This design comes from an exercise in tuning for small area, a short achievable clock period and few clock cycles per item on the open sky130 flow, not from production work.
Function was checked by simulation only, so behaviour that the tests miss may differ from the original.

===== config.mk =====
export PLATFORM = sky130hd
export DESIGN_NAME = R_CORDIC_Unit
export DESIGN_NICKNAME = R_CORDIC_Unit
export VERILOG_FILES = /design/flow/design.v
export SDC_FILE = /design/flow/constraint.sdc
export NUM_CORES = 4
export LEC_CHECK = 0
export CAP_MARGIN = 20
export CORE_MARGIN = 2
export CORE_UTILIZATION = 60
export PLACE_DENSITY = 0.7
export SLEW_MARGIN = 20

===== constraint.sdc =====
create_clock -name core_clock -period 10.0 [get_ports {clk}]
set_input_delay 2.0000 -clock core_clock [delete_from_list [all_inputs] [get_ports {clk}]]
set_output_delay 2.0000 -clock core_clock [all_outputs]
set_load 0.01 [all_outputs]

===== design.v =====
module LUT (
    input      [4:0]  sel,
    output reg [31:0] value
);
    always @(*) begin
        case (sel)
            5'd0:  value = 32'h2D000000;
            5'd1:  value = 32'h1A90F0F5;
            5'd2:  value = 32'h0E0926A5;
            5'd3:  value = 32'h072023D0;
            5'd4:  value = 32'h03937ABF;
            5'd5:  value = 32'h01C95CAD;
            5'd6:  value = 32'h00E492E5;
            5'd7:  value = 32'h00722D16;
            5'd8:  value = 32'h00391D3F;
            5'd9:  value = 32'h001CC3DD;
            5'd10: value = 32'h000E2487;
            5'd11: value = 32'h00072290;
            5'd12: value = 32'h0003917C;
            5'd13: value = 32'h0001E66E;
            5'd14: value = 32'h0000E557;
            default: value = 32'h0;
        endcase
    end
endmodule
module add_sk (input [31:0] a, input [31:0] b, input cin, output [31:0] s);
  wire [31:0] p = a ^ b;
  wire [31:0] g0 = a & b;
  wire gc0 = g0[0] | (p[0] & cin);
  wire g_0_1 = g0[1] | (p[1] & gc0);
  wire p_0_1 = p[1] & p[0];
  wire g_0_3 = g0[3] | (p[3] & g0[2]);
  wire p_0_3 = p[3] & p[2];
  wire g_0_5 = g0[5] | (p[5] & g0[4]);
  wire p_0_5 = p[5] & p[4];
  wire g_0_7 = g0[7] | (p[7] & g0[6]);
  wire p_0_7 = p[7] & p[6];
  wire g_0_9 = g0[9] | (p[9] & g0[8]);
  wire p_0_9 = p[9] & p[8];
  wire g_0_11 = g0[11] | (p[11] & g0[10]);
  wire p_0_11 = p[11] & p[10];
  wire g_0_13 = g0[13] | (p[13] & g0[12]);
  wire p_0_13 = p[13] & p[12];
  wire g_0_15 = g0[15] | (p[15] & g0[14]);
  wire p_0_15 = p[15] & p[14];
  wire g_0_17 = g0[17] | (p[17] & g0[16]);
  wire p_0_17 = p[17] & p[16];
  wire g_0_19 = g0[19] | (p[19] & g0[18]);
  wire p_0_19 = p[19] & p[18];
  wire g_0_21 = g0[21] | (p[21] & g0[20]);
  wire p_0_21 = p[21] & p[20];
  wire g_0_23 = g0[23] | (p[23] & g0[22]);
  wire p_0_23 = p[23] & p[22];
  wire g_0_25 = g0[25] | (p[25] & g0[24]);
  wire p_0_25 = p[25] & p[24];
  wire g_0_27 = g0[27] | (p[27] & g0[26]);
  wire p_0_27 = p[27] & p[26];
  wire g_0_29 = g0[29] | (p[29] & g0[28]);
  wire p_0_29 = p[29] & p[28];
  wire g_0_31 = g0[31] | (p[31] & g0[30]);
  wire p_0_31 = p[31] & p[30];
  wire g_1_2 = g0[2] | (p[2] & g_0_1);
  wire p_1_2 = p[2] & p_0_1;
  wire g_1_3 = g_0_3 | (p_0_3 & g_0_1);
  wire p_1_3 = p_0_3 & p_0_1;
  wire g_1_6 = g0[6] | (p[6] & g_0_5);
  wire p_1_6 = p[6] & p_0_5;
  wire g_1_7 = g_0_7 | (p_0_7 & g_0_5);
  wire p_1_7 = p_0_7 & p_0_5;
  wire g_1_10 = g0[10] | (p[10] & g_0_9);
  wire p_1_10 = p[10] & p_0_9;
  wire g_1_11 = g_0_11 | (p_0_11 & g_0_9);
  wire p_1_11 = p_0_11 & p_0_9;
  wire g_1_14 = g0[14] | (p[14] & g_0_13);
  wire p_1_14 = p[14] & p_0_13;
  wire g_1_15 = g_0_15 | (p_0_15 & g_0_13);
  wire p_1_15 = p_0_15 & p_0_13;
  wire g_1_18 = g0[18] | (p[18] & g_0_17);
  wire p_1_18 = p[18] & p_0_17;
  wire g_1_19 = g_0_19 | (p_0_19 & g_0_17);
  wire p_1_19 = p_0_19 & p_0_17;
  wire g_1_22 = g0[22] | (p[22] & g_0_21);
  wire p_1_22 = p[22] & p_0_21;
  wire g_1_23 = g_0_23 | (p_0_23 & g_0_21);
  wire p_1_23 = p_0_23 & p_0_21;
  wire g_1_26 = g0[26] | (p[26] & g_0_25);
  wire p_1_26 = p[26] & p_0_25;
  wire g_1_27 = g_0_27 | (p_0_27 & g_0_25);
  wire p_1_27 = p_0_27 & p_0_25;
  wire g_1_30 = g0[30] | (p[30] & g_0_29);
  wire p_1_30 = p[30] & p_0_29;
  wire g_1_31 = g_0_31 | (p_0_31 & g_0_29);
  wire p_1_31 = p_0_31 & p_0_29;
  wire g_2_4 = g0[4] | (p[4] & g_1_3);
  wire p_2_4 = p[4] & p_1_3;
  wire g_2_5 = g_0_5 | (p_0_5 & g_1_3);
  wire p_2_5 = p_0_5 & p_1_3;
  wire g_2_6 = g_1_6 | (p_1_6 & g_1_3);
  wire p_2_6 = p_1_6 & p_1_3;
  wire g_2_7 = g_1_7 | (p_1_7 & g_1_3);
  wire p_2_7 = p_1_7 & p_1_3;
  wire g_2_12 = g0[12] | (p[12] & g_1_11);
  wire p_2_12 = p[12] & p_1_11;
  wire g_2_13 = g_0_13 | (p_0_13 & g_1_11);
  wire p_2_13 = p_0_13 & p_1_11;
  wire g_2_14 = g_1_14 | (p_1_14 & g_1_11);
  wire p_2_14 = p_1_14 & p_1_11;
  wire g_2_15 = g_1_15 | (p_1_15 & g_1_11);
  wire p_2_15 = p_1_15 & p_1_11;
  wire g_2_20 = g0[20] | (p[20] & g_1_19);
  wire p_2_20 = p[20] & p_1_19;
  wire g_2_21 = g_0_21 | (p_0_21 & g_1_19);
  wire p_2_21 = p_0_21 & p_1_19;
  wire g_2_22 = g_1_22 | (p_1_22 & g_1_19);
  wire p_2_22 = p_1_22 & p_1_19;
  wire g_2_23 = g_1_23 | (p_1_23 & g_1_19);
  wire p_2_23 = p_1_23 & p_1_19;
  wire g_2_28 = g0[28] | (p[28] & g_1_27);
  wire p_2_28 = p[28] & p_1_27;
  wire g_2_29 = g_0_29 | (p_0_29 & g_1_27);
  wire p_2_29 = p_0_29 & p_1_27;
  wire g_2_30 = g_1_30 | (p_1_30 & g_1_27);
  wire p_2_30 = p_1_30 & p_1_27;
  wire g_2_31 = g_1_31 | (p_1_31 & g_1_27);
  wire p_2_31 = p_1_31 & p_1_27;
  wire g_3_8 = g0[8] | (p[8] & g_2_7);
  wire p_3_8 = p[8] & p_2_7;
  wire g_3_9 = g_0_9 | (p_0_9 & g_2_7);
  wire p_3_9 = p_0_9 & p_2_7;
  wire g_3_10 = g_1_10 | (p_1_10 & g_2_7);
  wire p_3_10 = p_1_10 & p_2_7;
  wire g_3_11 = g_1_11 | (p_1_11 & g_2_7);
  wire p_3_11 = p_1_11 & p_2_7;
  wire g_3_12 = g_2_12 | (p_2_12 & g_2_7);
  wire p_3_12 = p_2_12 & p_2_7;
  wire g_3_13 = g_2_13 | (p_2_13 & g_2_7);
  wire p_3_13 = p_2_13 & p_2_7;
  wire g_3_14 = g_2_14 | (p_2_14 & g_2_7);
  wire p_3_14 = p_2_14 & p_2_7;
  wire g_3_15 = g_2_15 | (p_2_15 & g_2_7);
  wire p_3_15 = p_2_15 & p_2_7;
  wire g_3_24 = g0[24] | (p[24] & g_2_23);
  wire p_3_24 = p[24] & p_2_23;
  wire g_3_25 = g_0_25 | (p_0_25 & g_2_23);
  wire p_3_25 = p_0_25 & p_2_23;
  wire g_3_26 = g_1_26 | (p_1_26 & g_2_23);
  wire p_3_26 = p_1_26 & p_2_23;
  wire g_3_27 = g_1_27 | (p_1_27 & g_2_23);
  wire p_3_27 = p_1_27 & p_2_23;
  wire g_3_28 = g_2_28 | (p_2_28 & g_2_23);
  wire p_3_28 = p_2_28 & p_2_23;
  wire g_3_29 = g_2_29 | (p_2_29 & g_2_23);
  wire p_3_29 = p_2_29 & p_2_23;
  wire g_3_30 = g_2_30 | (p_2_30 & g_2_23);
  wire p_3_30 = p_2_30 & p_2_23;
  wire g_3_31 = g_2_31 | (p_2_31 & g_2_23);
  wire p_3_31 = p_2_31 & p_2_23;
  wire g_4_16 = g0[16] | (p[16] & g_3_15);
  wire p_4_16 = p[16] & p_3_15;
  wire g_4_17 = g_0_17 | (p_0_17 & g_3_15);
  wire p_4_17 = p_0_17 & p_3_15;
  wire g_4_18 = g_1_18 | (p_1_18 & g_3_15);
  wire p_4_18 = p_1_18 & p_3_15;
  wire g_4_19 = g_1_19 | (p_1_19 & g_3_15);
  wire p_4_19 = p_1_19 & p_3_15;
  wire g_4_20 = g_2_20 | (p_2_20 & g_3_15);
  wire p_4_20 = p_2_20 & p_3_15;
  wire g_4_21 = g_2_21 | (p_2_21 & g_3_15);
  wire p_4_21 = p_2_21 & p_3_15;
  wire g_4_22 = g_2_22 | (p_2_22 & g_3_15);
  wire p_4_22 = p_2_22 & p_3_15;
  wire g_4_23 = g_2_23 | (p_2_23 & g_3_15);
  wire p_4_23 = p_2_23 & p_3_15;
  wire g_4_24 = g_3_24 | (p_3_24 & g_3_15);
  wire p_4_24 = p_3_24 & p_3_15;
  wire g_4_25 = g_3_25 | (p_3_25 & g_3_15);
  wire p_4_25 = p_3_25 & p_3_15;
  wire g_4_26 = g_3_26 | (p_3_26 & g_3_15);
  wire p_4_26 = p_3_26 & p_3_15;
  wire g_4_27 = g_3_27 | (p_3_27 & g_3_15);
  wire p_4_27 = p_3_27 & p_3_15;
  wire g_4_28 = g_3_28 | (p_3_28 & g_3_15);
  wire p_4_28 = p_3_28 & p_3_15;
  wire g_4_29 = g_3_29 | (p_3_29 & g_3_15);
  wire p_4_29 = p_3_29 & p_3_15;
  wire g_4_30 = g_3_30 | (p_3_30 & g_3_15);
  wire p_4_30 = p_3_30 & p_3_15;
  wire g_4_31 = g_3_31 | (p_3_31 & g_3_15);
  wire p_4_31 = p_3_31 & p_3_15;
  assign s = p ^ {g_4_30, g_4_29, g_4_28, g_4_27, g_4_26, g_4_25, g_4_24, g_4_23, g_4_22, g_4_21, g_4_20, g_4_19, g_4_18, g_4_17, g_4_16, g_3_15, g_3_14, g_3_13, g_3_12, g_3_11, g_3_10, g_3_9, g_3_8, g_2_7, g_2_6, g_2_5, g_2_4, g_1_3, g_1_2, g_0_1, gc0, cin};
endmodule
module R_CORDIC (
    input  [31:0] x,
    output [31:0] s,
    output [31:0] c,
    output        cin
);
    wire w1 = x[31] ^ ~x[27];
    wire w2 = x[31] & ~x[27];
    wire w3 = ~x[28] ^ x[24];
    wire w4 = ~x[28] & x[24];
    wire w5 = ~x[29] ^ x[25];
    wire w6 = ~x[29] & x[25];
    wire w7 = ~x[30] ^ x[26];
    wire w8 = ~x[30] & x[26];
    wire w9 = ~x[15] ^ ~x[11];
    wire w10 = ~x[15] & ~x[11];
    wire w11 = ~x[16] ^ ~x[12];
    wire w12 = ~x[16] & ~x[12];
    wire w13 = ~x[17] ^ ~x[13];
    wire w14 = ~x[17] & ~x[13];
    wire w15 = ~x[18] ^ ~x[14] ^ x[10];
    wire w16 = (~x[18] & ~x[14]) | (~x[18] & x[10]) | (~x[14] & x[10]);
    wire w17 = x[8] ^ ~x[6];
    wire w18 = x[8] & ~x[6];
    wire w19 = ~x[19] ^ ~x[15] ^ x[11];
    wire w20 = (~x[19] & ~x[15]) | (~x[19] & x[11]) | (~x[15] & x[11]);
    wire w21 = x[9] ^ ~x[7];
    wire w22 = x[9] & ~x[7];
    wire w23 = ~x[20] ^ ~x[16] ^ x[12];
    wire w24 = (~x[20] & ~x[16]) | (~x[20] & x[12]) | (~x[16] & x[12]);
    wire w25 = x[10] ^ ~x[8];
    wire w26 = x[10] & ~x[8];
    wire w27 = ~x[21] ^ ~x[17] ^ x[13];
    wire w28 = (~x[21] & ~x[17]) | (~x[21] & x[13]) | (~x[17] & x[13]);
    wire w29 = x[11] ^ ~x[9] ^ ~x[6];
    wire w30 = (x[11] & ~x[9]) | (x[11] & ~x[6]) | (~x[9] & ~x[6]);
    wire w31 = ~x[22] ^ ~x[18] ^ x[14];
    wire w32 = (~x[22] & ~x[18]) | (~x[22] & x[14]) | (~x[18] & x[14]);
    wire w33 = x[12] ^ ~x[10] ^ ~x[7];
    wire w34 = (x[12] & ~x[10]) | (x[12] & ~x[7]) | (~x[10] & ~x[7]);
    wire w35 = ~x[23] ^ ~x[19] ^ x[15];
    wire w36 = (~x[23] & ~x[19]) | (~x[23] & x[15]) | (~x[19] & x[15]);
    wire w37 = x[13] ^ ~x[11] ^ ~x[8];
    wire w38 = (x[13] & ~x[11]) | (x[13] & ~x[8]) | (~x[11] & ~x[8]);
    wire w39 = ~x[5] ^ x[2];
    wire w40 = ~x[5] & x[2];
    wire w41 = ~x[24] ^ ~x[20] ^ x[16];
    wire w42 = (~x[24] & ~x[20]) | (~x[24] & x[16]) | (~x[20] & x[16]);
    wire w43 = x[14] ^ ~x[12] ^ ~x[9];
    wire w44 = (x[14] & ~x[12]) | (x[14] & ~x[9]) | (~x[12] & ~x[9]);
    wire w45 = ~x[6] ^ x[3] ^ x[1];
    wire w46 = (~x[6] & x[3]) | (~x[6] & x[1]) | (x[3] & x[1]);
    wire w47 = ~x[25] ^ ~x[21] ^ x[17];
    wire w48 = (~x[25] & ~x[21]) | (~x[25] & x[17]) | (~x[21] & x[17]);
    wire w49 = x[15] ^ ~x[13] ^ ~x[10];
    wire w50 = (x[15] & ~x[13]) | (x[15] & ~x[10]) | (~x[13] & ~x[10]);
    wire w51 = ~x[7] ^ x[4] ^ x[2];
    wire w52 = (~x[7] & x[4]) | (~x[7] & x[2]) | (x[4] & x[2]);
    wire w53 = ~x[26] ^ ~x[22] ^ x[18];
    wire w54 = (~x[26] & ~x[22]) | (~x[26] & x[18]) | (~x[22] & x[18]);
    wire w55 = x[16] ^ ~x[14] ^ ~x[11];
    wire w56 = (x[16] & ~x[14]) | (x[16] & ~x[11]) | (~x[14] & ~x[11]);
    wire w57 = ~x[8] ^ x[5] ^ x[3];
    wire w58 = (~x[8] & x[5]) | (~x[8] & x[3]) | (x[5] & x[3]);
    wire w59 = ~x[27] ^ ~x[23] ^ x[19];
    wire w60 = (~x[27] & ~x[23]) | (~x[27] & x[19]) | (~x[23] & x[19]);
    wire w61 = x[17] ^ ~x[15] ^ ~x[12];
    wire w62 = (x[17] & ~x[15]) | (x[17] & ~x[12]) | (~x[15] & ~x[12]);
    wire w63 = ~x[9] ^ x[6] ^ x[4];
    wire w64 = (~x[9] & x[6]) | (~x[9] & x[4]) | (x[6] & x[4]);
    wire w65 = ~x[28] ^ ~x[24] ^ x[20];
    wire w66 = (~x[28] & ~x[24]) | (~x[28] & x[20]) | (~x[24] & x[20]);
    wire w67 = x[18] ^ ~x[16] ^ ~x[13];
    wire w68 = (x[18] & ~x[16]) | (x[18] & ~x[13]) | (~x[16] & ~x[13]);
    wire w69 = ~x[10] ^ x[7] ^ x[5];
    wire w70 = (~x[10] & x[7]) | (~x[10] & x[5]) | (x[7] & x[5]);
    wire w71 = ~x[29] ^ ~x[25] ^ x[21];
    wire w72 = (~x[29] & ~x[25]) | (~x[29] & x[21]) | (~x[25] & x[21]);
    wire w73 = x[19] ^ ~x[17] ^ ~x[14];
    wire w74 = (x[19] & ~x[17]) | (x[19] & ~x[14]) | (~x[17] & ~x[14]);
    wire w75 = ~x[11] ^ x[8] ^ x[6];
    wire w76 = (~x[11] & x[8]) | (~x[11] & x[6]) | (x[8] & x[6]);
    wire w77 = ~x[30] ^ ~x[26] ^ x[22];
    wire w78 = (~x[30] & ~x[26]) | (~x[30] & x[22]) | (~x[26] & x[22]);
    wire w79 = x[20] ^ ~x[18] ^ ~x[15];
    wire w80 = (x[20] & ~x[18]) | (x[20] & ~x[15]) | (~x[18] & ~x[15]);
    wire w81 = ~x[12] ^ x[9] ^ x[7];
    wire w82 = (~x[12] & x[9]) | (~x[12] & x[7]) | (x[9] & x[7]);
    wire w83 = w1 ^ x[23] ^ x[21];
    wire w84 = (w1 & x[23]) | (w1 & x[21]) | (x[23] & x[21]);
    wire w85 = ~x[19] ^ ~x[16] ^ ~x[13];
    wire w86 = (~x[19] & ~x[16]) | (~x[19] & ~x[13]) | (~x[16] & ~x[13]);
    wire w87 = x[10] ^ x[8] ^ 1'b1;
    wire w88 = (x[10] & x[8]) | (x[10] & 1'b1) | (x[8] & 1'b1);
    wire w89 = w3 ^ x[22] ^ ~x[20];
    wire w90 = (w3 & x[22]) | (w3 & ~x[20]) | (x[22] & ~x[20]);
    wire w91 = ~x[17] ^ ~x[14] ^ x[11];
    wire w92 = (~x[17] & ~x[14]) | (~x[17] & x[11]) | (~x[14] & x[11]);
    wire w93 = x[9] ^ 1'b1 ^ w2;
    wire w94 = (x[9] & 1'b1) | (x[9] & w2) | (1'b1 & w2);
    wire w95 = w5 ^ x[23] ^ ~x[21];
    wire w96 = (w5 & x[23]) | (w5 & ~x[21]) | (x[23] & ~x[21]);
    wire w97 = ~x[18] ^ ~x[15] ^ x[12];
    wire w98 = (~x[18] & ~x[15]) | (~x[18] & x[12]) | (~x[15] & x[12]);
    wire w99 = x[10] ^ 1'b1 ^ w4;
    wire w100 = (x[10] & 1'b1) | (x[10] & w4) | (1'b1 & w4);
    wire w101 = w7 ^ x[24] ^ ~x[22];
    wire w102 = (w7 & x[24]) | (w7 & ~x[22]) | (x[24] & ~x[22]);
    wire w103 = ~x[19] ^ ~x[16] ^ x[13];
    wire w104 = (~x[19] & ~x[16]) | (~x[19] & x[13]) | (~x[16] & x[13]);
    wire w105 = x[11] ^ 1'b1 ^ w6;
    wire w106 = (x[11] & 1'b1) | (x[11] & w6) | (1'b1 & w6);
    wire w107 = x[31] ^ x[27] ^ x[25];
    wire w108 = (x[31] & x[27]) | (x[31] & x[25]) | (x[27] & x[25]);
    wire w109 = ~x[23] ^ ~x[20] ^ ~x[17];
    wire w110 = (~x[23] & ~x[20]) | (~x[23] & ~x[17]) | (~x[20] & ~x[17]);
    wire w111 = x[14] ^ x[12] ^ w8;
    wire w112 = (x[14] & x[12]) | (x[14] & w8) | (x[12] & w8);
    wire w113 = x[28] ^ x[26] ^ ~x[24];
    wire w114 = (x[28] & x[26]) | (x[28] & ~x[24]) | (x[26] & ~x[24]);
    wire w115 = ~x[21] ^ ~x[18] ^ x[15];
    wire w116 = (~x[21] & ~x[18]) | (~x[21] & x[15]) | (~x[18] & x[15]);
    wire w117 = x[13] ^ 1'b1;
    wire w118 = x[13] & 1'b1;
    wire w119 = x[29] ^ x[27] ^ ~x[25];
    wire w120 = (x[29] & x[27]) | (x[29] & ~x[25]) | (x[27] & ~x[25]);
    wire w121 = ~x[22] ^ ~x[19] ^ x[16];
    wire w122 = (~x[22] & ~x[19]) | (~x[22] & x[16]) | (~x[19] & x[16]);
    wire w123 = x[14] ^ 1'b1;
    wire w124 = x[14] & 1'b1;
    wire w125 = x[30] ^ x[28] ^ ~x[26];
    wire w126 = (x[30] & x[28]) | (x[30] & ~x[26]) | (x[28] & ~x[26]);
    wire w127 = ~x[23] ^ ~x[20] ^ x[17];
    wire w128 = (~x[23] & ~x[20]) | (~x[23] & x[17]) | (~x[20] & x[17]);
    wire w129 = x[15] ^ 1'b1;
    wire w130 = x[15] & 1'b1;
    wire w131 = ~x[31] ^ x[29] ^ ~x[27];
    wire w132 = (~x[31] & x[29]) | (~x[31] & ~x[27]) | (x[29] & ~x[27]);
    wire w133 = ~x[24] ^ ~x[21] ^ x[18];
    wire w134 = (~x[24] & ~x[21]) | (~x[24] & x[18]) | (~x[21] & x[18]);
    wire w135 = x[30] ^ ~x[28] ^ ~x[25];
    wire w136 = (x[30] & ~x[28]) | (x[30] & ~x[25]) | (~x[28] & ~x[25]);
    wire w137 = ~x[22] ^ x[19];
    wire w138 = ~x[22] & x[19];
    wire w139 = ~x[31] ^ ~x[29] ^ ~x[26];
    wire w140 = (~x[31] & ~x[29]) | (~x[31] & ~x[26]) | (~x[29] & ~x[26]);
    wire w141 = ~x[30] ^ ~x[27];
    wire w142 = ~x[30] & ~x[27];
    wire w143 = ~x[12] ^ ~x[8] ^ x[4];
    wire w144 = (~x[12] & ~x[8]) | (~x[12] & x[4]) | (~x[8] & x[4]);
    wire w145 = ~x[13] ^ ~x[9] ^ x[5];
    wire w146 = (~x[13] & ~x[9]) | (~x[13] & x[5]) | (~x[9] & x[5]);
    wire w147 = ~x[14] ^ ~x[10] ^ x[6];
    wire w148 = (~x[14] & ~x[10]) | (~x[14] & x[6]) | (~x[10] & x[6]);
    wire w149 = w9 ^ x[7] ^ x[5];
    wire w150 = (w9 & x[7]) | (w9 & x[5]) | (x[7] & x[5]);
    wire w151 = ~x[3] ^ ~x[0];
    wire w152 = ~x[3] & ~x[0];
    wire w153 = w11 ^ x[8] ^ x[6];
    wire w154 = (w11 & x[8]) | (w11 & x[6]) | (x[8] & x[6]);
    wire w155 = ~x[4] ^ ~x[1] ^ w10;
    wire w156 = (~x[4] & ~x[1]) | (~x[4] & w10) | (~x[1] & w10);
    wire w157 = w13 ^ x[9] ^ x[7];
    wire w158 = (w13 & x[9]) | (w13 & x[7]) | (x[9] & x[7]);
    wire w159 = ~x[5] ^ ~x[2] ^ w12;
    wire w160 = (~x[5] & ~x[2]) | (~x[5] & w12) | (~x[2] & w12);
    wire w161 = w15 ^ w17 ^ ~x[3];
    wire w162 = (w15 & w17) | (w15 & ~x[3]) | (w17 & ~x[3]);
    wire w163 = ~x[0] ^ 1'b1 ^ w14;
    wire w164 = (~x[0] & 1'b1) | (~x[0] & w14) | (1'b1 & w14);
    wire w165 = w19 ^ w21 ^ ~x[4];
    wire w166 = (w19 & w21) | (w19 & ~x[4]) | (w21 & ~x[4]);
    wire w167 = ~x[1] ^ w16 ^ w18;
    wire w168 = (~x[1] & w16) | (~x[1] & w18) | (w16 & w18);
    wire w169 = w23 ^ w25 ^ ~x[5];
    wire w170 = (w23 & w25) | (w23 & ~x[5]) | (w25 & ~x[5]);
    wire w171 = ~x[2] ^ w20 ^ w22;
    wire w172 = (~x[2] & w20) | (~x[2] & w22) | (w20 & w22);
    wire w173 = w27 ^ w29 ^ ~x[3];
    wire w174 = (w27 & w29) | (w27 & ~x[3]) | (w29 & ~x[3]);
    wire w175 = x[0] ^ w24 ^ w26;
    wire w176 = (x[0] & w24) | (x[0] & w26) | (w24 & w26);
    wire w177 = w31 ^ w33 ^ ~x[4];
    wire w178 = (w31 & w33) | (w31 & ~x[4]) | (w33 & ~x[4]);
    wire w179 = x[1] ^ w28 ^ w30;
    wire w180 = (x[1] & w28) | (x[1] & w30) | (w28 & w30);
    wire w181 = w35 ^ w37 ^ w39;
    wire w182 = (w35 & w37) | (w35 & w39) | (w37 & w39);
    wire w183 = x[0] ^ w32 ^ w34;
    wire w184 = (x[0] & w32) | (x[0] & w34) | (w32 & w34);
    wire w185 = w41 ^ w43 ^ w45;
    wire w186 = (w41 & w43) | (w41 & w45) | (w43 & w45);
    wire w187 = w36 ^ w38 ^ w40;
    wire w188 = (w36 & w38) | (w36 & w40) | (w38 & w40);
    wire w189 = w47 ^ w49 ^ w51;
    wire w190 = (w47 & w49) | (w47 & w51) | (w49 & w51);
    wire w191 = w42 ^ w44 ^ w46;
    wire w192 = (w42 & w44) | (w42 & w46) | (w44 & w46);
    wire w193 = w53 ^ w55 ^ w57;
    wire w194 = (w53 & w55) | (w53 & w57) | (w55 & w57);
    wire w195 = w48 ^ w50 ^ w52;
    wire w196 = (w48 & w50) | (w48 & w52) | (w50 & w52);
    wire w197 = w59 ^ w61 ^ w63;
    wire w198 = (w59 & w61) | (w59 & w63) | (w61 & w63);
    wire w199 = w54 ^ w56 ^ w58;
    wire w200 = (w54 & w56) | (w54 & w58) | (w56 & w58);
    wire w201 = w65 ^ w67 ^ w69;
    wire w202 = (w65 & w67) | (w65 & w69) | (w67 & w69);
    wire w203 = w60 ^ w62 ^ w64;
    wire w204 = (w60 & w62) | (w60 & w64) | (w62 & w64);
    wire w205 = w71 ^ w73 ^ w75;
    wire w206 = (w71 & w73) | (w71 & w75) | (w73 & w75);
    wire w207 = w66 ^ w68 ^ w70;
    wire w208 = (w66 & w68) | (w66 & w70) | (w68 & w70);
    wire w209 = w77 ^ w79 ^ w81;
    wire w210 = (w77 & w79) | (w77 & w81) | (w79 & w81);
    wire w211 = w72 ^ w74 ^ w76;
    wire w212 = (w72 & w74) | (w72 & w76) | (w74 & w76);
    wire w213 = w83 ^ w85 ^ w87;
    wire w214 = (w83 & w85) | (w83 & w87) | (w85 & w87);
    wire w215 = w78 ^ w80 ^ w82;
    wire w216 = (w78 & w80) | (w78 & w82) | (w80 & w82);
    wire w217 = w89 ^ w91 ^ w93;
    wire w218 = (w89 & w91) | (w89 & w93) | (w91 & w93);
    wire w219 = w84 ^ w86 ^ w88;
    wire w220 = (w84 & w86) | (w84 & w88) | (w86 & w88);
    wire w221 = w95 ^ w97 ^ w99;
    wire w222 = (w95 & w97) | (w95 & w99) | (w97 & w99);
    wire w223 = w90 ^ w92 ^ w94;
    wire w224 = (w90 & w92) | (w90 & w94) | (w92 & w94);
    wire w225 = w101 ^ w103 ^ w105;
    wire w226 = (w101 & w103) | (w101 & w105) | (w103 & w105);
    wire w227 = w96 ^ w98 ^ w100;
    wire w228 = (w96 & w98) | (w96 & w100) | (w98 & w100);
    wire w229 = w107 ^ w109 ^ w111;
    wire w230 = (w107 & w109) | (w107 & w111) | (w109 & w111);
    wire w231 = w102 ^ w104 ^ w106;
    wire w232 = (w102 & w104) | (w102 & w106) | (w104 & w106);
    wire w233 = w113 ^ w115 ^ w117;
    wire w234 = (w113 & w115) | (w113 & w117) | (w115 & w117);
    wire w235 = w108 ^ w110 ^ w112;
    wire w236 = (w108 & w110) | (w108 & w112) | (w110 & w112);
    wire w237 = w119 ^ w121 ^ w123;
    wire w238 = (w119 & w121) | (w119 & w123) | (w121 & w123);
    wire w239 = w114 ^ w116 ^ w118;
    wire w240 = (w114 & w116) | (w114 & w118) | (w116 & w118);
    wire w241 = w125 ^ w127 ^ w129;
    wire w242 = (w125 & w127) | (w125 & w129) | (w127 & w129);
    wire w243 = w120 ^ w122 ^ w124;
    wire w244 = (w120 & w122) | (w120 & w124) | (w122 & w124);
    wire w245 = w131 ^ w133 ^ x[16];
    wire w246 = (w131 & w133) | (w131 & x[16]) | (w133 & x[16]);
    wire w247 = w126 ^ w128 ^ w130;
    wire w248 = (w126 & w128) | (w126 & w130) | (w128 & w130);
    wire w249 = w135 ^ w137 ^ x[17];
    wire w250 = (w135 & w137) | (w135 & x[17]) | (w137 & x[17]);
    wire w251 = 1'b1 ^ w132 ^ w134;
    wire w252 = (1'b1 & w132) | (1'b1 & w134) | (w132 & w134);
    wire w253 = w139 ^ ~x[23] ^ x[20];
    wire w254 = (w139 & ~x[23]) | (w139 & x[20]) | (~x[23] & x[20]);
    wire w255 = x[18] ^ w136 ^ w138;
    wire w256 = (x[18] & w136) | (x[18] & w138) | (w136 & w138);
    wire w257 = w141 ^ ~x[24] ^ x[21];
    wire w258 = (w141 & ~x[24]) | (w141 & x[21]) | (~x[24] & x[21]);
    wire w259 = x[19] ^ 1'b1 ^ w140;
    wire w260 = (x[19] & 1'b1) | (x[19] & w140) | (1'b1 & w140);
    wire w261 = x[31] ^ ~x[28] ^ ~x[25];
    wire w262 = (x[31] & ~x[28]) | (x[31] & ~x[25]) | (~x[28] & ~x[25]);
    wire w263 = x[22] ^ x[20] ^ w142;
    wire w264 = (x[22] & x[20]) | (x[22] & w142) | (x[20] & w142);
    wire w265 = ~x[29] ^ ~x[26] ^ x[23];
    wire w266 = (~x[29] & ~x[26]) | (~x[29] & x[23]) | (~x[26] & x[23]);
    wire w267 = x[21] ^ 1'b1;
    wire w268 = x[21] & 1'b1;
    wire w269 = ~x[30] ^ ~x[27] ^ x[24];
    wire w270 = (~x[30] & ~x[27]) | (~x[30] & x[24]) | (~x[27] & x[24]);
    wire w271 = x[22] ^ 1'b1;
    wire w272 = x[22] & 1'b1;
    wire w273 = x[31] ^ ~x[28] ^ x[25];
    wire w274 = (x[31] & ~x[28]) | (x[31] & x[25]) | (~x[28] & x[25]);
    wire w275 = ~x[29] ^ x[26];
    wire w276 = ~x[29] & x[26];
    wire w277 = ~x[30] ^ x[27];
    wire w278 = ~x[30] & x[27];
    wire w279 = ~x[10] ^ ~x[6];
    wire w280 = ~x[10] & ~x[6];
    wire w281 = ~x[11] ^ ~x[7] ^ x[3];
    wire w282 = (~x[11] & ~x[7]) | (~x[11] & x[3]) | (~x[7] & x[3]);
    wire w283 = w143 ^ x[2] ^ ~x[0];
    wire w284 = (w143 & x[2]) | (w143 & ~x[0]) | (x[2] & ~x[0]);
    wire w285 = w145 ^ x[3] ^ ~x[1];
    wire w286 = (w145 & x[3]) | (w145 & ~x[1]) | (x[3] & ~x[1]);
    wire w287 = w147 ^ x[4] ^ ~x[2];
    wire w288 = (w147 & x[4]) | (w147 & ~x[2]) | (x[4] & ~x[2]);
    wire w289 = w149 ^ w151 ^ 1'b1;
    wire w290 = (w149 & w151) | (w149 & 1'b1) | (w151 & 1'b1);
    wire w291 = w153 ^ w155 ^ w150;
    wire w292 = (w153 & w155) | (w153 & w150) | (w155 & w150);
    wire w293 = w157 ^ w159 ^ w154;
    wire w294 = (w157 & w159) | (w157 & w154) | (w159 & w154);
    wire w295 = w161 ^ w163 ^ w158;
    wire w296 = (w161 & w163) | (w161 & w158) | (w163 & w158);
    wire w297 = w165 ^ w167 ^ w162;
    wire w298 = (w165 & w167) | (w165 & w162) | (w167 & w162);
    wire w299 = w169 ^ w171 ^ w166;
    wire w300 = (w169 & w171) | (w169 & w166) | (w171 & w166);
    wire w301 = w173 ^ w175 ^ w170;
    wire w302 = (w173 & w175) | (w173 & w170) | (w175 & w170);
    wire w303 = w177 ^ w179 ^ w174;
    wire w304 = (w177 & w179) | (w177 & w174) | (w179 & w174);
    wire w305 = w181 ^ w183 ^ w178;
    wire w306 = (w181 & w183) | (w181 & w178) | (w183 & w178);
    wire w307 = w185 ^ w187 ^ w182;
    wire w308 = (w185 & w187) | (w185 & w182) | (w187 & w182);
    wire w309 = w189 ^ w191 ^ w186;
    wire w310 = (w189 & w191) | (w189 & w186) | (w191 & w186);
    wire w311 = w193 ^ w195 ^ w190;
    wire w312 = (w193 & w195) | (w193 & w190) | (w195 & w190);
    wire w313 = w197 ^ w199 ^ w194;
    wire w314 = (w197 & w199) | (w197 & w194) | (w199 & w194);
    wire w315 = w201 ^ w203 ^ w198;
    wire w316 = (w201 & w203) | (w201 & w198) | (w203 & w198);
    wire w317 = w205 ^ w207 ^ w202;
    wire w318 = (w205 & w207) | (w205 & w202) | (w207 & w202);
    wire w319 = w209 ^ w211 ^ w206;
    wire w320 = (w209 & w211) | (w209 & w206) | (w211 & w206);
    wire w321 = w213 ^ w215 ^ w210;
    wire w322 = (w213 & w215) | (w213 & w210) | (w215 & w210);
    wire w323 = w217 ^ w219 ^ w214;
    wire w324 = (w217 & w219) | (w217 & w214) | (w219 & w214);
    wire w325 = w221 ^ w223 ^ w218;
    wire w326 = (w221 & w223) | (w221 & w218) | (w223 & w218);
    wire w327 = w225 ^ w227 ^ w222;
    wire w328 = (w225 & w227) | (w225 & w222) | (w227 & w222);
    wire w329 = w229 ^ w231 ^ w226;
    wire w330 = (w229 & w231) | (w229 & w226) | (w231 & w226);
    wire w331 = w233 ^ w235 ^ w230;
    wire w332 = (w233 & w235) | (w233 & w230) | (w235 & w230);
    wire w333 = w237 ^ w239 ^ w234;
    wire w334 = (w237 & w239) | (w237 & w234) | (w239 & w234);
    wire w335 = w241 ^ w243 ^ w238;
    wire w336 = (w241 & w243) | (w241 & w238) | (w243 & w238);
    wire w337 = w245 ^ w247 ^ w242;
    wire w338 = (w245 & w247) | (w245 & w242) | (w247 & w242);
    wire w339 = w249 ^ w251 ^ w246;
    wire w340 = (w249 & w251) | (w249 & w246) | (w251 & w246);
    wire w341 = w253 ^ w255 ^ w250;
    wire w342 = (w253 & w255) | (w253 & w250) | (w255 & w250);
    wire w343 = w257 ^ w259 ^ w254;
    wire w344 = (w257 & w259) | (w257 & w254) | (w259 & w254);
    wire w345 = w261 ^ w263 ^ w258;
    wire w346 = (w261 & w263) | (w261 & w258) | (w263 & w258);
    wire w347 = w265 ^ w267 ^ w262;
    wire w348 = (w265 & w267) | (w265 & w262) | (w267 & w262);
    wire w349 = w269 ^ w271 ^ w266;
    wire w350 = (w269 & w271) | (w269 & w266) | (w271 & w266);
    wire w351 = w273 ^ x[23] ^ w270;
    wire w352 = (w273 & x[23]) | (w273 & w270) | (x[23] & w270);
    wire w353 = w275 ^ x[24] ^ 1'b1;
    wire w354 = (w275 & x[24]) | (w275 & 1'b1) | (x[24] & 1'b1);
    wire w355 = w277 ^ x[25] ^ 1'b1;
    wire w356 = (w277 & x[25]) | (w277 & 1'b1) | (x[25] & 1'b1);
    wire w357 = x[31] ^ x[28] ^ x[26];
    wire w358 = (x[31] & x[28]) | (x[31] & x[26]) | (x[28] & x[26]);
    wire w359 = x[29] ^ x[27];
    wire w360 = x[29] & x[27];
    wire w361 = x[30] ^ x[28];
    wire w362 = x[30] & x[28];
    wire w363 = ~x[4] ^ ~x[0];
    wire w364 = ~x[4] & ~x[0];
    wire w365 = ~x[5] ^ ~x[1];
    wire w366 = ~x[5] & ~x[1];
    wire w367 = ~x[6] ^ ~x[2];
    wire w368 = ~x[6] & ~x[2];
    wire w369 = ~x[7] ^ ~x[3];
    wire w370 = ~x[7] & ~x[3];
    wire w371 = ~x[8] ^ ~x[4] ^ x[0];
    wire w372 = (~x[8] & ~x[4]) | (~x[8] & x[0]) | (~x[4] & x[0]);
    wire w373 = ~x[9] ^ ~x[5] ^ x[1];
    wire w374 = (~x[9] & ~x[5]) | (~x[9] & x[1]) | (~x[5] & x[1]);
    wire w375 = w279 ^ x[2] ^ x[0];
    wire w376 = (w279 & x[2]) | (w279 & x[0]) | (x[2] & x[0]);
    wire w377 = w281 ^ x[1] ^ w280;
    wire w378 = (w281 & x[1]) | (w281 & w280) | (x[1] & w280);
    wire w379 = w283 ^ 1'b1 ^ w282;
    wire w380 = (w283 & 1'b1) | (w283 & w282) | (1'b1 & w282);
    wire w381 = w285 ^ w144 ^ w284;
    wire w382 = (w285 & w144) | (w285 & w284) | (w144 & w284);
    wire w383 = w287 ^ w146 ^ w286;
    wire w384 = (w287 & w146) | (w287 & w286) | (w146 & w286);
    wire w385 = w289 ^ w148 ^ w288;
    wire w386 = (w289 & w148) | (w289 & w288) | (w148 & w288);
    wire w387 = w291 ^ w152 ^ w290;
    wire w388 = (w291 & w152) | (w291 & w290) | (w152 & w290);
    wire w389 = w293 ^ w156 ^ w292;
    wire w390 = (w293 & w156) | (w293 & w292) | (w156 & w292);
    wire w391 = w295 ^ w160 ^ w294;
    wire w392 = (w295 & w160) | (w295 & w294) | (w160 & w294);
    wire w393 = w297 ^ w164 ^ w296;
    wire w394 = (w297 & w164) | (w297 & w296) | (w164 & w296);
    wire w395 = w299 ^ w168 ^ w298;
    wire w396 = (w299 & w168) | (w299 & w298) | (w168 & w298);
    wire w397 = w301 ^ w172 ^ w300;
    wire w398 = (w301 & w172) | (w301 & w300) | (w172 & w300);
    wire w399 = w303 ^ w176 ^ w302;
    wire w400 = (w303 & w176) | (w303 & w302) | (w176 & w302);
    wire w401 = w305 ^ w180 ^ w304;
    wire w402 = (w305 & w180) | (w305 & w304) | (w180 & w304);
    wire w403 = w307 ^ w184 ^ w306;
    wire w404 = (w307 & w184) | (w307 & w306) | (w184 & w306);
    wire w405 = w309 ^ w188 ^ w308;
    wire w406 = (w309 & w188) | (w309 & w308) | (w188 & w308);
    wire w407 = w311 ^ w192 ^ w310;
    wire w408 = (w311 & w192) | (w311 & w310) | (w192 & w310);
    wire w409 = w313 ^ w196 ^ w312;
    wire w410 = (w313 & w196) | (w313 & w312) | (w196 & w312);
    wire w411 = w315 ^ w200 ^ w314;
    wire w412 = (w315 & w200) | (w315 & w314) | (w200 & w314);
    wire w413 = w317 ^ w204 ^ w316;
    wire w414 = (w317 & w204) | (w317 & w316) | (w204 & w316);
    wire w415 = w319 ^ w208 ^ w318;
    wire w416 = (w319 & w208) | (w319 & w318) | (w208 & w318);
    wire w417 = w321 ^ w212 ^ w320;
    wire w418 = (w321 & w212) | (w321 & w320) | (w212 & w320);
    wire w419 = w323 ^ w216 ^ w322;
    wire w420 = (w323 & w216) | (w323 & w322) | (w216 & w322);
    wire w421 = w325 ^ w220 ^ w324;
    wire w422 = (w325 & w220) | (w325 & w324) | (w220 & w324);
    wire w423 = w327 ^ w224 ^ w326;
    wire w424 = (w327 & w224) | (w327 & w326) | (w224 & w326);
    wire w425 = w329 ^ w228 ^ w328;
    wire w426 = (w329 & w228) | (w329 & w328) | (w228 & w328);
    wire w427 = w331 ^ w232 ^ w330;
    wire w428 = (w331 & w232) | (w331 & w330) | (w232 & w330);
    wire w429 = w333 ^ w236 ^ w332;
    wire w430 = (w333 & w236) | (w333 & w332) | (w236 & w332);
    wire w431 = w335 ^ w240 ^ w334;
    wire w432 = (w335 & w240) | (w335 & w334) | (w240 & w334);
    wire w433 = w337 ^ w244 ^ w336;
    wire w434 = (w337 & w244) | (w337 & w336) | (w244 & w336);
    wire w435 = w339 ^ w248 ^ w338;
    wire w436 = (w339 & w248) | (w339 & w338) | (w248 & w338);
    wire w437 = w341 ^ w252 ^ w340;
    wire w438 = (w341 & w252) | (w341 & w340) | (w252 & w340);
    wire w439 = w343 ^ w256 ^ w342;
    wire w440 = (w343 & w256) | (w343 & w342) | (w256 & w342);
    wire w441 = w345 ^ w260 ^ w344;
    wire w442 = (w345 & w260) | (w345 & w344) | (w260 & w344);
    wire w443 = w347 ^ w264 ^ w346;
    wire w444 = (w347 & w264) | (w347 & w346) | (w264 & w346);
    wire w445 = w349 ^ w268 ^ w348;
    wire w446 = (w349 & w268) | (w349 & w348) | (w268 & w348);
    wire w447 = w351 ^ w272 ^ w350;
    wire w448 = (w351 & w272) | (w351 & w350) | (w272 & w350);
    wire w449 = w353 ^ w274 ^ w352;
    wire w450 = (w353 & w274) | (w353 & w352) | (w274 & w352);
    wire w451 = w355 ^ w276 ^ w354;
    wire w452 = (w355 & w276) | (w355 & w354) | (w276 & w354);
    wire w453 = w357 ^ w278 ^ w356;
    wire w454 = (w357 & w278) | (w357 & w356) | (w278 & w356);
    wire w455 = w359 ^ 1'b1 ^ w358;
    wire w456 = (w359 & 1'b1) | (w359 & w358) | (1'b1 & w358);
    wire w457 = w361 ^ 1'b1 ^ w360;
    wire w458 = (w361 & 1'b1) | (w361 & w360) | (1'b1 & w360);
    wire w459 = ~x[31] ^ x[29] ^ w362;
    wire w460 = (~x[31] & x[29]) | (~x[31] & w362) | (x[29] & w362);
    wire w461 = x[30] ^ 1'b1;
    wire w462 = x[30] & 1'b1;
    wire [23:0] la = {w401, w399, w397, w395, w393, w391, w389, w387, w385, w383, w381, w379, w377, w375, w373, w371, w369, w367, w365, w363, ~x[3], ~x[2], ~x[1], ~x[0]};
    wire [23:0] lb = {w400, w398, w396, w394, w392, w390, w388, w386, w384, w382, w380, w378, w376, w374, w372, w370, w368, w366, w364, 1'b1, 1'b0, 1'b0, 1'b0, 1'b1};
    wire [24:0] lsum = {1'b0, la} + {1'b0, lb};
    assign cin = lsum[24];
    assign s = {1'b1, ~x[31], w461, w459, w457, w455, w453, w451, w449, w447, w445, w443, w441, w439, w437, w435, w433, w431, w429, w427, w425, w423, w421, w419, w417, w415, w413, w411, w409, w407, w405, w403};
    assign c = {1'b0, w462, w460, w458, w456, w454, w452, w450, w448, w446, w444, w442, w440, w438, w436, w434, w432, w430, w428, w426, w424, w422, w420, w418, w416, w414, w412, w410, w408, w406, w404, w402};
endmodule
module R_CORDIC_Unit (
    input signed [31:0]      i_data_1,
    input signed [31:0]      i_data_2,
    input signed [31:0]      angle,
    input                    en,
    input                    rst,
    input                    clk,
    output signed [31:0]     o_data_1,
    output signed [31:0]     o_data_2,
    output                   done_flag
);
    reg        busy, done;
    reg  [4:0] cnt;
    reg signed [31:0] bx, by, ba;
    reg               bc;
    reg        [3:0]  shx;     
    reg        [3:0]  shy_n;   
    reg               fin;     
    reg               hold;    
    wire m1 = cnt == 5'd15;
    wire m2 = cnt == 5'd16;
    wire m3 = cnt == 5'd17;
    wire [4:0]  cnt_n = en ? 5'd0 : busy ? cnt + 5'd1 : cnt;
    wire        fin_n = !en && busy && (m1 || m2);
    wire [31:0] t;
    LUT lut (.sel(cnt), .value(t));
    wire neg  = ba[31];
    wire nega = neg | hold;
    wire negx = neg & ~fin;
    wire cinx = negx | (fin & bc);
    wire signed [31:0] sx = bx >>> shx;
    wire signed [31:0] sy = by >>> ~shy_n;
    wire [31:0] nx, ny, na;
    add_sk add_x (.a(bx), .b(sy ^ {32{negx}}), .cin(cinx), .s(nx));
    add_sk add_y (.a(by), .b(sx ^ {32{~neg}}), .cin(~neg), .s(ny));
    add_sk add_a (.a(ba), .b(t  ^ {32{~nega}}), .cin(~nega), .s(na));
    wire [31:0] ks, kc;
    wire        kci;
    R_CORDIC gain (.x(ba), .s(ks), .c(kc), .cin(kci));
    always @(posedge clk or posedge rst) begin
        if (rst) begin
            busy <= 1'b0;
            done <= 1'b0;
            cnt  <= 5'd0;
        end else begin
            done <= busy && m3;
            cnt  <= cnt_n;
            if (en)
                busy <= 1'b1;
            else if (m3)
                busy <= 1'b0;
        end
    end
    always @(posedge clk) begin
        bc    <= kci;
        fin   <= fin_n;
        hold  <= !en && busy && m2;
        shx   <= cnt_n[3:0];
        shy_n <= fin_n ? 4'hF : ~cnt_n[3:0];
        if (en) begin
            bx <= i_data_1;
            by <= i_data_2;
            ba <= angle;
        end else if (m1 | m2) begin
            bx <= ks;
            by <= kc;
            ba <= m1 ? by : nx;
        end else begin
            bx <= nx;
            by <= ny;
            ba <= cnt == 5'd14 ? nx : na;
        end
    end
    assign o_data_1  = ba;
    assign o_data_2  = bx;
    assign done_flag = done;
endmodule

===== flow/run.sh =====
#!/bin/bash
set -euo pipefail
export BUFFER_PORTS_ARGS="-buffer_cell sky130_fd_sc_hd__buf_1"
export SETUP_SLACK_MARGIN=5.25
bash standard.sh > standard.log 2>&1

===== standard.sh =====
#!/bin/bash
# synth_recipe.tcl (not shown) runs the flow's synth.tcl, then flattens the netlist and writes it again
# the make line also repeats each setting of config.mk as NAME=value (left out here)
make -C /OpenROAD-flow-scripts/flow DESIGN_CONFIG=/design/flow/config.mk WORK_HOME=/design/flow/orfs CLKGATE_MAP_FILE= SYNTH_SCRIPT=/design/flow/synth_recipe.tcl "${@:-finish}"

==> out/qor.yml, run 1 <==
outcome:
  status: "complete, no violations"
cts:
  clk_latency_ns: 0.45
  clk_pin_slew_ns: 0.06
  cts_hold_buf: 0
  cts_inserted_buffers: 17
  cts.sinks: 114
  cts_root_buf: "clkbuf_16"
  cts_tree: "yes"
  clock_path_buffers: 2
  h-tree-depth: 4
grt:
  antenna_found_initial: 1
  grt_usage_pct: 40.7
  grt_max_degree: 82
  grt_pass1_vias: 15800
  grt_pass1_wl_mm: 93.8
  grt_overflow_total: 0
final_layout:
  drive_above_1_share_pct: 8.31
  fin_nets: 2631
  design_area_um2: 19800
  diodes: 0
  area_growth_syn_to_layout_pct: 9.92
detailed_routing:
  ant_nets: 0
  viasPerCell: 6.31
  wl_per_cell_um: 24.7
  drcViolationCount: 0
  drt-initial-drc-count: 1746
  vias: 16200
  dr.pass1.iters: 8
  finalWirelength_mm: 63.6
worst_setup_path:
  cp_slowest_cell: "dfxtp_1"
  worstSetupPathType: "register to register"
  cp_common_cell: "fa_1"
  crit_arrival_ns: 4.94
  r2r-start: "ba[22]$_DFF_P_"
  critPathTopFamily: "adder cells"
  timing.critical_path.cells: "inv_1 > fa_1 > fa_1 > inv_1 > fa_1 > fa_1 > inv_1 > ha_1 > a211o_1 > nor3_1 > o21ai_0 > o311a_1"
  rr_endpoint: "bc$_DFF_P_"
  worst_setup_path_end_kind: "register"
  path_max_fanout: 8
  critPathLaunchType: "register"
  crit_buf_inv: 3
  max_stage_delay_ns: 0.74
  cp.required_ns: 10.30
  r2r_cells: 12
  reg2reg_setup_slack_ns: 5.36
placement:
  dp_hpwl_mm: 50.0
  dpl_cell_area_um2: 18900
  place_ws_ns: 4.87
  portBuffers: 163
  place.gp.congestion: 1.00
floorplanning:
  initial_core_util_pct: 60.8
  row_count: 63
  core_um2: 29600
  die_h_um: 177
  io_pins: 164
  dieArea_um2: 31500
  die-width_um: 177
yosys:
  synth-seq-area-share_pct: 12.9
  synthCells: 2041
  synth_area_um2: 18000
  yosysTopAreaCell: "fa_1"
  synth_edf_count: 0
  synthArstFlopShare_pct: 6.14
  ys_ff_latch: 114
  syn_nets: 2507
  ys.warnings.count: 2
  synthTopCellsByArea: "fa_1 (23%), dfxtp_1 (12%), ha_1 (11%)"
  synth_common_cells: "inv_1 (232), fa_1 (205), nand2_1 (176)"
  synth_most_common_cell: "inv_1"
  yosys.area.top_type_share_pct: 22.8
  syn_avg_cell_area_um2: 8.83
  synth_ff_type: "dfxtp_1"
  synth.distinct_cells: 71
hold_path:
  hp-class: "register to register"
  hold-path-endpoint: "ba[1]$_DFF_P_"
  hold_start: "by[1]$_DFF_P_"
  whs_path_depth: 2
timing:
  rsz0062_at_grt: "yes"
  fmax_ghz: 0.216
  hold_violations: 0
  slew_viol_final: 0
  finalSetupTns_ns: 0
  min_period_ns: 4.64
  relSlewSlack_pct: 33.9
  worst-slew-pin-transition_ns: 0.989
  min_period_over_period_pct: 46.4
  setup_viol: 0
  finClkSkew_ns: 0.0149
  setup_ws_ns: 5.36
flow_run:
  maxCapViolations: 0
stage by stage:
stage               hold slack [ns]  util [%]  std cells
detailed placement            0.563      63.7       2507
floorplan                     0.470         -       2041
global placement              0.577      63.7       2507
global route                  0.607      66.9       2568
CTS                           0.577      66.0       2548
finish                        0.578      66.9       2568
cell type report:
class / count / area, um^2
fillers: 2571 / 9820
well taps: 390 / 488
repair inverters: 1 / 5.00
clock buffers: 23 / 468
inverters: 240 / 917
flip-flops and latches: 114 / 2340
multi-input cells: 1583 / 14500
clock inverters: 9 / 106
repair buffers: 208 / 992
worst reg2reg max path, cell delays in order (launching register included):
cell	delay, ns
dfxtp_1	0.74
inv_1	0.40
fa_1	0.58
fa_1	0.55
inv_1	0.06
fa_1	0.52
fa_1	0.56
inv_1	0.05
ha_1	0.29
a211o_1	0.28
nor3_1	0.15
o21ai_0	0.11
o311a_1	0.19
cell families after synthesis:
family,synth area share [%]
AO/OA/AOI/OAI,16.6
AND/OR/NAND/NOR,10.5
adder cells (fa/ha/maj),34.0
buffers and inverters,7.37
XOR/XNOR,7.72
multiplexers,11.0
flip-flops,12.9
state kept, by name (all words and copies together) (netlist names), 4 cells and up:
register / count
ba: 32
bx: 32
by: 32
cnt: 5
shx: 4
shy_n: 4
cell usage in the layout, fill, tap and decap left out, types with 14 or more instances in the layout:
cell type	Yosys	layout
a211oi_1	28	25
and3_1	23	23
xnor2_1	95	93
o21a_1	15	15
nor3_1	23	23
fa_1	205	205
buf_4	7	39
mux2_2	27	27
a21o_1	33	33
nand2b_1	14	14
nand2_1	176	175
nor2_1	112	109
mux2i_1	100	99
dfxtp_1	107	99
buf_1	21	162
ha_1	162	161
o211ai_1	14	14
a21oi_1	147	144
inv_1	232	229
clkbuf_16	0	17
xor2_1	64	64
nor2b_1	20	20
o21ai_0	123	121
nand3_1	25	25
mux4_2	30	30
a31oi_1	16	15
how the worst max path moves through the flow:
stage / from / endpoint / slack [ns] / cells after the start
after floorplan: shx[1]$_DFF_P_ / by[29]$_DFF_P_ / 5.36 / 16
after detailed placement: shy_n[0]$_SDFF_PP1_ / ba[15]$_DFF_P_ / 4.87 / 15
final: ba[22]$_DFF_P_ / bc$_DFF_P_ / 5.36 / 12
after global routing: shx[0]$_DFF_P_ / by[30]$_DFF_P_ / 5.21 / 17
after CTS: shx[1]$_DFF_P_ / by[30]$_DFF_P_ / 5.27 / 15
after global placement: shy_n[0]$_SDFF_PP1_ / ba[15]$_DFF_P_ / 4.99 / 15
per-layer routing:
metal  global-route usage, %  vias up  part of all wire [%]
li1                        -     7233                     -
met1                    54.9     7859                    40
met4                    20.6        2                   5.7
met5                       0        -                 0.079
met3                    8.74      190                   9.7
met2                    62.0      932                    44
what timing repair did:
action | CTS | global route
cloned | 2 | 0
pin swaps | 1 | 4
endpoints found under the setup margin | 58 | 34
gates resized for setup | 14 | 28
buffers inserted | 7 | 20
Testbench counts, summed over its fixed seeds: cycles 9,736, items 512.
==> run 2: changes to the inputs <==
==> flow/run.sh (replaced) <==
#!/bin/bash
set -euo pipefail
export BUFFER_PORTS_ARGS="-buffer_cell sky130_fd_sc_hd__buf_1"
export SETUP_SLACK_MARGIN=5.75
bash standard.sh > standard.log 2>&1
==> run 2 against run 1 <==
  * Worst hold slack better by 0.013 ns
  * Highest routed layer unchanged
  * Sequential share of layout area is 0.44 points lower
  * First-iteration DRC count is 24% higher
  * Die area stayed put
  * Wire length is 6.4% higher
  * Area after synthesis stayed put
  * Maximum frequency is 9.8% higher
  * Core utilization is 3.6 points higher
  * Via count is 4.6% higher
  * Critical endpoint is now ba[27]$_DFF_P_
  * Still clean on timing, DRC and antenna
  * Flip-flop and latch count stayed put
==> out/qor.yml, run 2 <==
outcome:
  status: "complete, no violations"
yosys:
  yosys.area.top_type_share_pct: 22.8
  synth.distinct_cells: 71
  synth_edf_count: 0
  synthMuxAreaShare_pct: 11.0
  synth_top_family_by_area: "adder cells"
  synth-compound-area-share_pct: 16.6
  synth-seq-area-share_pct: 12.9
  yosys.area_share.simple_pct: 10.5
  synthTopCellsByArea: "fa_1 (23%), dfxtp_1 (12%), ha_1 (11%)"
  ys.warnings.count: 2
  synthArstFlopShare_pct: 6.14
  synth_common_cells: "inv_1 (232), fa_1 (205), nand2_1 (176)"
  yosysTopAreaCell: "fa_1"
  synth_ff_type: "dfxtp_1"
  syn_nets: 2507
  syn_avg_cell_area_um2: 8.83
  ys_ff_latch: 114
  synth_most_common_cell: "inv_1"
  synth_area_um2: 18000
  synth_fa_ha_area_share_pct: 34.0
  synthCells: 2041
  synthXorXnorAreaFrac_pct: 7.72
timing:
  min_period_ns: 4.22
  worst-slew-pin-transition_ns: 1.00
  setup_viol: 0
  min_period_over_period_pct: 42.2
  finalSetupTns_ns: 0
  hold_violations: 0
  rsz0062_at_grt: "yes"
  hold_ws_ns: 0.591
  fmax_ghz: 0.237
  finClkSkew_ns: 0.0113
  relSlewSlack_pct: 33.1
  slew_viol_final: 0
cts:
  clk_latency_ns: 0.46
  clock_path_buffers: 2
  cts_tree: "yes"
  clk_pin_slew_ns: 0.07
  cts_root_buf: "clkbuf_16"
  cts.sinks: 114
  cts_inserted_buffers: 17
  h-tree-depth: 4
grt:
  grt_util_met3_pct: 10.4
  grt_usage_pct: 42.6
  antenna_found_initial: 0
  grt_max_degree: 90
  grt_use_met2_pct: 63.5
  grt.busiest_layer: "met2"
  grt_pass1_vias: 16200
  grtUsageMet1_pct: 56.8
  grt_overflow_total: 0
  grt_pass1_wl_mm: 97.9
placement:
  portBuffers: 163
  place.gp.congestion: 0.994
  dp_hpwl_mm: 50.7
detailed_routing:
  vias: 17000
  ant_nets: 0
  drt-initial-drc-count: 2168
  dr.pass1.iters: 7
  finalWirelength_mm: 67.6
  viasPerCell: 6.45
  drcViolationCount: 0
  wl_per_cell_um: 25.7
final_layout:
  final_cell_mix: "inv_1 (213), fa_1 (201), nand2_1 (174)"
  reg_top3: "ba x32, bx x32, by x32"
  drive_above_1_share_pct: 15.1
  diodes: 0
  fin_nets: 2692
  final_common_cell: "inv_1"
  area_growth_syn_to_layout_pct: 15.9
  fillCellCount: 2376
worst_setup_path:
  r2r-start: "shy_n[0]$_SDFF_PP1_"
  max_stage_delay_ns: 0.51
  r2r_cells: 17
  worst_setup_path_end_kind: "register"
  rr_endpoint: "ba[27]$_DFF_P_"
  worstSetupPathType: "register to register"
  crit_arrival_ns: 4.55
  startpoint: "shy_n[0]$_SDFF_PP1_"
  cp.required_ns: 10.32
  reg2reg_setup_slack_ns: 5.78
  critPathLaunchType: "register"
  path_max_fanout: 6
  cp_slowest_cell: "mux4_2"
  timing.critical_path.cells: "buf_6 > buf_12 > mux4_2 > mux2_4 > o21ai_2 > xnor2_2 > ha_2 > nand2b_4 > a21oi_4 > o211a_4 > a2111oi_4 > buf_6 > a2bb2oi_4 > o21bai_1 > xor2_1 > a222oi_1 > a21oi_1"
  cp_common_cell: "buf_6"
hold_path:
  hold_start: "by[1]$_DFF_P_"
  hold-path-endpoint: "ba[1]$_DFF_P_"
  whs_path_depth: 2
  hp-class: "register to register"
floorplanning:
  io_pins: 164
  initial_core_util_pct: 60.8
  die-width_um: 177
  core_um2: 29600
  dieArea_um2: 31500
  row_count: 63
  die_h_um: 177
flow_run:
  maxCapViolations: 0
## run 2: worst max-delay path by stage
stage | cells after the start | slack [ns] | to
2_1_floorplan | 18 | 5.75 | ba[16]$_DFF_P_
3_3_place_gp | 17 | 4.97 | ba[17]$_DFF_P_
3_5_place_dp | 15 | 4.93 | ba[30]$_DFF_P_
4_1_cts | 19 | 5.75 | ba[28]$_DFF_P_
5_1_grt | 18 | 5.63 | ba[27]$_DFF_P_
6_report | 17 | 5.78 | ba[27]$_DFF_P_
## run 2: per-stage QoR
stage	cell area [um^2]	utilization (%)	setup WS, ns	instances
global placement	18900	63.7	4.97	2507
CTS	20000	67.3	5.75	2574
floorplan	18100	-	5.75	2041
global route	20900	70.5	5.63	2629
finish	20900	70.5	5.78	2629
detailed placement	18900	63.7	4.93	2507
## run 2: critical path, delay by kind of cell, from the launching register on
family | cells | cell delay, ns
DFF | 1 | 0.42
adders and majority gates | 1 | 0.32
xor gates and xnor gates | 2 | 0.33
AOI/OAI and AO/OA | 8 | 1.56
and+or+nand+nor | 1 | 0.10
buffers and inverters | 3 | 0.50
muxes | 2 | 0.83
## run 2: layer usage
| metal | share of wire (%) | wire length, um | vias to the layer above |
|---|---|---|---|
| met5 | 0.024 | 16 | - |
| met4 | 6.4 | 4330 | 2 |
| met3 | 11 | 7560 | 237 |
| met2 | 44 | 29600 | 1149 |
| met1 | 39 | 26100 | 8207 |
| li1 | - | - | 7364 |
## run 2: repair_timing
action | in CTS | in global routing
gates cloned | 2 | 2
setup buffers | 33 | 53
hold buffers | 0 | 0
setup endpoints to repair | 81 | 59
pin swaps | 11 | 38
resized for setup | 62 | 125
## run 2: layout make-up
| class | count | area, um^2 | area share, % |
|---|---|---|---|
| clock buffer | 23 | 478 | 2.29 |
| clock inverter | 9 | 81.3 | 0.389 |
| tap | 390 | 488 | 2.34 |
| sequential | 114 | 2370 | 11.4 |
| multi-input combinational | 1583 | 14900 | 71.5 |
| inverter | 240 | 983 | 4.71 |
| timing repair buffer | 270 | 1560 | 7.47 |
## run 2: cell families after synthesis
| kind of cell | after synthesis |
|---|---|
| buffers and inverters | 345 |
| multiplexers | 157 |
| AND/OR/NAND/NOR | 425 |
| AO/OA/AOI/OAI | 474 |
| flip-flops | 114 |
| adder cells (fa/ha/maj) | 367 |
| XOR/XNOR | 159 |

## separate check: timing with driven ports
Ports are ideal in the flow. The routed layouts listed here were re-timed in OpenROAD.
Step 1 (the two cells are an assumption about what drives the block):
set clk [get_ports {clk}]
set_driving_cell -lib_cell sky130_fd_sc_hd__clkbuf_16 $clk
set_driving_cell -lib_cell sky130_fd_sc_hd__buf_2 [delete_from_list [all_inputs] $clk]
Step 2 moves the port delays by t, midway between the first and last clock arrival at a register: inputs arrive t later, outputs are due t later. That takes back most of the time a late clock gives input paths.
Slacks: ideal ports / drivers / drivers and shift; pairs: ideal ports / drivers.
| run | t, ns | setup WS [ns] | worst data-port slew with drivers (ns) |
|---|---|---|---|
| run 1 | 0.496 | 5.363 / 5.363 / 5.363 | 0.05 |
| run 2 | 0.512 | 5.777 / 5.777 / 5.355 | 0.05 |
After both steps every run listed still meets setup and hold. For run 2, which loses most, drivers alone change the setup slack by 0.000 ns; drivers and shift together by -0.422 ns.
